Context: an optimization exercise on an open-source flow, tuned for small area. The choices shown serve that exercise and are no tape-out recipe.
Where RTL was checked, it was by simulation tests only, not by an equivalence proof against the original.

wip/pepper:
==> flow/design.v (excerpt) <==
module ALU_wrapper( clk, reset, ABCmd_i, LoadA_i, LoadB_i, LoadCmd_i, ACC_o, Done_o);
For scale: about 28 flip-flops, ~22 I/O pins.
export LEC_CHECK = 0
export CAP_MARGIN = 20
export CORE_MARGIN = 2
export CORE_UTILIZATION = 40
export GPL_TIMING_DRIVEN = 0
export SLEW_MARGIN = 20
create_clock -name core_clock -period 6.0 [get_ports {clk}]
standard.sh (not shown) runs the stock make flow with config.mk's settings and CLKGATE_MAP_FILE= SYNTH_SCRIPT=/design/flow/synth_recipe.tcl, a recipe that flattens the netlist after the stock synthesis.
==> flow/flow/run.sh <==
#!/bin/bash
# Own layout flow: the standard ORFS flow, except that
#  - synthesis maps the design's FA/HA adder modules straight onto the
#    sky130 fa_1/ha_1 cells (flow/my_synth.tcl), and
#  - port buffers are the smallest buffer (buf_1).
# Each tool's output goes to a log file of its own in this folder.
set -euo pipefail
W=$(pwd)
F=$W/flow
# same make call as standard.sh, with our synthesis script
sed "s#SYNTH_SCRIPT=[^ ]*#SYNTH_SCRIPT=$F/my_synth.tcl#" standard.sh > my_standard.sh
grep -q "SYNTH_SCRIPT=$F/my_synth.tcl" my_standard.sh
# my_synth.tcl = synth_recipe.tcl with our own synth wrapper in place of its first line
{ echo "source $F/synth_pre.tcl"; tail -n +2 synth_recipe.tcl; } > $F/my_synth.tcl
export MY_FLOW_DIR=$F
if [[ -f $F/env.sh ]]; then source $F/env.sh; fi
bash my_standard.sh synth > synth.log 2>&1
bash my_standard.sh > layout.log 2>&1
==> flow/flow/abc3.script <==
strash
ifraig
dc2
dch -f
map -a
mfs2
strash
dch -f
map -a
topo
==> flow/flow/adder_map.v <==
module FA(a, b, c, s, co);
	input a, b, c;
	output s, co;
	sky130_fd_sc_hd__fa_1 _TECHMAP_REPLACE_ (.A(a), .B(b), .CIN(c), .SUM(s), .COUT(co));
endmodule

module HA(a, b, s, co);
	input a, b;
	output s, co;
	sky130_fd_sc_hd__ha_1 _TECHMAP_REPLACE_ (.A(a), .B(b), .SUM(s), .COUT(co));
endmodule
==> flow/flow/env.sh <==
export BUFFER_PORTS_ARGS="-buffer_cell sky130_fd_sc_hd__buf_1"
export MY_NO_EXTRACT_FA=1
export MY_ABC_SCRIPT=abc3.script
==> flow/flow/synth_pre.tcl <==
# Replaces the first line of synth_recipe.tcl (which wraps synth in -nofsm -noshare).
# Before the first synth call, the FA/HA adder modules of the design are mapped
# straight onto the platform's full/half adder cells, and ABC is given an
# area-oriented script.
proc synth {args} {
  if { ![info exists ::my_adders_mapped] } {
    set ::my_adders_mapped 1
    yosys proc
    yosys techmap -map $::env(MY_FLOW_DIR)/adder_map.v
    if { [info exists ::env(MY_NO_EXTRACT_FA)] } {
      unset ::env(ADDER_MAP_FILE)
    }
    if { [info exists ::env(MY_ABC_SCRIPT)] } {
      set i [lsearch -exact $::abc_args -script]
      lset ::abc_args [expr {$i + 1}] $::env(MY_FLOW_DIR)/$::env(MY_ABC_SCRIPT)
    }
  }
  yosys synth -nofsm -noshare {*}$args
}
Here is what was changed in the inputs of wip/cedar compared with wip/pepper.
Settings: a change of CORE_UTILIZATION from 40 to 55.
==> flow/flow/my_synth.tcl (new file) <==
source /design/flow/flow/synth_pre.tcl
source $::env(SCRIPTS_DIR)/synth.tcl
# left out here: clear keep_hierarchy, flatten, clean up, hide names made inside functions, write 1_2_yosys.v
### Flow results
- Looking at floorplan die area across wip/pepper and wip/cedar, the one that comes out lower is wip/cedar.
- The relative slew slack in wip/cedar was lower than what wip/pepper gave.
- In the reports for wip/pepper and wip/cedar, the larger weighted congestion reported at the end of routability-driven placement belongs to wip/cedar.
- Clock period minus final worst setup slack in wip/cedar is 0.051 ns below wip/pepper.
- Compared with wip/pepper, average routed wire per standard cell in wip/cedar increased by a few percent.
- Global-route usage (lower): wip/pepper
- [wip/cedar] critical path depth rose 1 relative to wip/pepper
Setup changes, wip/cedar to wip/sierra
Settings: changing CORE_UTILIZATION from 55 to 40; setting CTS_CLUSTER_DIAMETER to 500 for the first time; setting CTS_CLUSTER_SIZE to 32 for the first time.
Notes after the runs:
In terms of synthesized cell count, wip/sierra and wip/cedar differ only marginally. Minimum period implied by the final worst setup slack up 0.051 ns in wip/sierra wrt wip/cedar. wip/sierra ends up with a initial standard-cell utilization of the core that is 16 points lower than in wip/cedar. Compared with wip/cedar, wip/sierra shows arrival time at the worst endpoint higher by 0.05 ns. Routability congestion estimate shrinks by a few percent when moving from wip/cedar to wip/sierra. Across both runs, first-pass GRT wire length was higher for wip/sierra than for wip/cedar. Delta (wip/sierra minus wip/cedar): standard-cell row count up about 19%; final area moved down; met1 routed wirelength after detailed routing rose 1.8%.
Input changes introduced in wip/harbor (baseline for comparison: wip/sierra):
Settings: CTS_CLUSTER_SIZE: 32 -> unset; CTS_CLUSTER_DIAMETER: 500 -> unset.
==> flow/flow/abc10.script (new file) <==
&get -n
&st
&dch -f
&nf -R 1000
&put
topo
--- a/flow/flow/env.sh
+++ b/flow/flow/env.sh
@@ -3 +3 @@
-export MY_ABC_SCRIPT=abc3.script
+export MY_ABC_SCRIPT=abc10.script
removed: flow/flow/abc3.script
Findings:
- wip/harbor: done, clean on timing, DRC and antenna
- Going from wip/sierra to wip/harbor, share of cell area taken by multi-input logic gates grows by 2.1 points.
- For total nets after synthesis, dividing the value from wip/harbor by the value from wip/sierra gives 0.911.
- wip/harbor does worse than wip/sierra on synthesized area.
- As of wip/harbor, routability congestion estimate had fallen by a little under 10% compared to wip/sierra.
- Of the two candidates, wip/sierra has the better setup slack and wip/harbor the worse one.
The inputs of wip/raven differ from those of wip/harbor as listed below.
Settings: GPL_TIMING_DRIVEN: 0 -> unset.
==> flow/flow/abc3.script (new file) <==
strash
ifraig
dc2
dch -f
map -a
mfs2
strash
dch -f
map -a
topo
--- a/flow/flow/env.sh
+++ b/flow/flow/env.sh
@@ -3 +3 @@
-export MY_ABC_SCRIPT=abc10.script
+export MY_ABC_SCRIPT=abc3.script
removed: flow/flow/abc10.script
Results
On register share of the cell area: wip/raven sits below wip/harbor.
Fraction of final layout cells with drive strength greater than 1: wip/raven and wip/harbor compared, higher one is wip/raven
wip/raven vs. wip/harbor: global router's overall resource usage went up by 2.8 points.
For the number of placed cells counting well taps, wip/raven came in 73 higher than wip/harbor did.
NOTE via count wip/harbor->wip/raven increased by more than 10%
STATUS worst slew margin relative to its limit: wip/raven loses against wip/harbor

========
Another version of the RTL of ALU_wrapper (not shown whole).
Size: about 380 cells after synthesis, roughly 28 flip-flops, ~22 I/O pins, ~3200 sq um of cells after synthesis.
export LEC_CHECK = 0
export CAP_MARGIN = 20
export CORE_MARGIN = 2
export CORE_UTILIZATION = 40
export GPL_TIMING_DRIVEN = 0
export SLEW_MARGIN = 20
create_clock -name core_clock -period 6.0 [get_ports {clk}]
==> flow/flow/abc3.script <==
strash
ifraig
dc2
dch -f
map -a
mfs2
strash
dch -f
map -a
topo
==> flow/flow/env.sh <==
export BUFFER_PORTS_ARGS="-buffer_cell sky130_fd_sc_hd__buf_1"
export MY_NO_EXTRACT_FA=1
export MY_ABC_SCRIPT=abc3.script
==> flow/flow/my_synth.tcl <==
source /design/flow/flow/synth_pre.tcl
source $::env(SCRIPTS_DIR)/synth.tcl
# left out here: clear keep_hierarchy, flatten, clean up, hide names made inside functions, write 1_2_yosys.v
Scripts as last shown in full above: flow/flow/run.sh, flow/flow/adder_map.v, flow/flow/synth_pre.tcl
Edit:
--- a/flow/flow/env.sh
+++ b/flow/flow/env.sh
@@ -3,0 +4,2 @@
+export SETUP_MOVE_SEQUENCE="unbuffer,sizeup,swap"
+export CTS_ARGS="-sink_clustering_enable -repair_clock_nets -dont_use_dummy_load"
- The new run ran to the end with no violations
- wire length falls slightly
- final area falls slightly
- setup slack is better by 75 ps
- global-route usage barely changes
- clock skew rises by 5.3 ps
- count of clock-buffer cells in the layout falls by 1
- via count falls slightly
- non-clock buffer count falls by 6
- core utilization falls by 0.63 points
Function was not checked in any run of this note: the RTL went through the layout flow alone.

========
ALU_wrapper, a different RTL version from the one above (not shown whole).
For scale: ~370 cells after synthesis, ~22 I/O pins.
clock: 6.0 ns
lec_check: 0
cap_margin: 20
core_margin: 2
core_utilization: 40
gpl_timing_driven: 0
slew_margin: 20
==> flow/flow/env.sh <==
export BUFFER_PORTS_ARGS="-buffer_cell sky130_fd_sc_hd__buf_1"
export MY_NO_EXTRACT_FA=1
export MY_ABC_SCRIPT=abc3.script
export CTS_ARGS="-sink_clustering_enable -repair_clock_nets -dont_use_dummy_load"
Scripts as last shown in full above: flow/flow/run.sh, flow/flow/abc3.script, flow/flow/adder_map.v, flow/flow/my_synth.tcl, flow/flow/synth_pre.tcl
The starting point ran to the end with no violations.
Next try:
==> flow/flow/env.sh (replaced) <==
export BUFFER_PORTS_ARGS="-buffer_cell sky130_fd_sc_hd__buf_1"
export MY_NO_EXTRACT_FA=1
export MY_ABC_SCRIPT=abc3.script
export SETUP_MOVE_SEQUENCE="unbuffer,sizeup,swap"
export CTS_ARGS="-sink_clustering_enable -repair_clock_nets -dont_use_dummy_load"
Result: The changed run completed with no timing, DRC or antenna violations; cell area stays the same; die area does not change; cell count does not change.
Next try:
removed: flow/flow/my_synth.tcl
Outcome:
- The changed run completed without violations
- setup slack does not change
- area after synthesis does not change
- global-route usage stays the same
- register-to-register slack hardly moves
Next try:
==> flow/flow/my_synth.tcl (new file) <==
source /design/flow/flow/synth_pre.tcl
source $::env(SCRIPTS_DIR)/synth.tcl
# left out here: clear keep_hierarchy, flatten, clean up, hide names made inside functions, write 1_2_yosys.v
Settings changed: CORE_UTILIZATION 40 to 35.
Result: The changed run finished clean. Area after synthesis stays the same. Via count stays the same. Cell area rises by 0.85%. First-iteration DRC count rises by 45%. Register-to-register slack improves by 100 ps. Cell count rises by about 1.2%. Worst setup slack improves by 42 ps. Die area rises by about 14%.

## afterwards: timing with drivers on the ports
Ports are ideal in the flow. The routed layouts listed here were re-timed in OpenROAD.
Step 1 (the two cells are an assumption about what drives the block):
set clk [get_ports {clk}]
set_driving_cell -lib_cell sky130_fd_sc_hd__clkbuf_16 $clk
set_driving_cell -lib_cell sky130_fd_sc_hd__buf_2 [delete_from_list [all_inputs] $clk]
Step 2 also shifts input and output timing later by t, the mid clock arrival at the registers, as if the neighbouring blocks saw the same clock.
Slacks: ideal ports / drivers / drivers and shift; pairs: ideal ports / drivers.
run | t (ns) | setup WS [ns] | worst setup path after step 2 | slew at the worst register clock pin (ns) | pins driven straight from the clock port
wip/pepper | 0.317 | 0.218 / 0.218 / -0.059 | input to register | 0.11 / 0.11 | 1
wip/cedar | 0.312 | 0.270 / 0.270 / -0.028 | input to register | 0.11 / 0.11 | 1
wip/sierra | 0.317 | 0.218 / 0.218 / -0.059 | input to register | 0.11 / 0.11 | 1
wip/harbor | 0.310 | 0.102 / 0.086 / -0.225 | input to register | 0.11 / 0.11 | 1
wip/raven | 0.299 | 0.326 / 0.326 / 0.096 | input to register | 0.09 / 0.09 | 1
the first run of note 2 | 0.309 | 0.201 / 0.202 / -0.107 | input to register | 0.10 / 0.10 | 1
the second run of note 2 | 0.306 | 0.277 / 0.277 / -0.030 | input to register | 0.10 / 0.10 | 1
the first run of note 3 | 0.300 | 0.264 / 0.264 / -0.036 | input to register | 0.10 / 0.10 | 1
the second run of note 3 | 0.300 | 0.264 / 0.264 / -0.036 | input to register | 0.10 / 0.10 | 1
the third run of note 3 | 0.300 | 0.264 / 0.264 / -0.036 | input to register | 0.10 / 0.10 | 1
the fourth run of note 3 | 0.300 | 0.306 / 0.311 / 0.011 | input to register | 0.10 / 0.10 | 1
With both steps, setup timing fails in 9 of these runs, where it was met with ideal ports. For wip/harbor, which loses most, drivers alone change the setup slack by -0.016 ns; drivers and shift together by -0.327 ns.
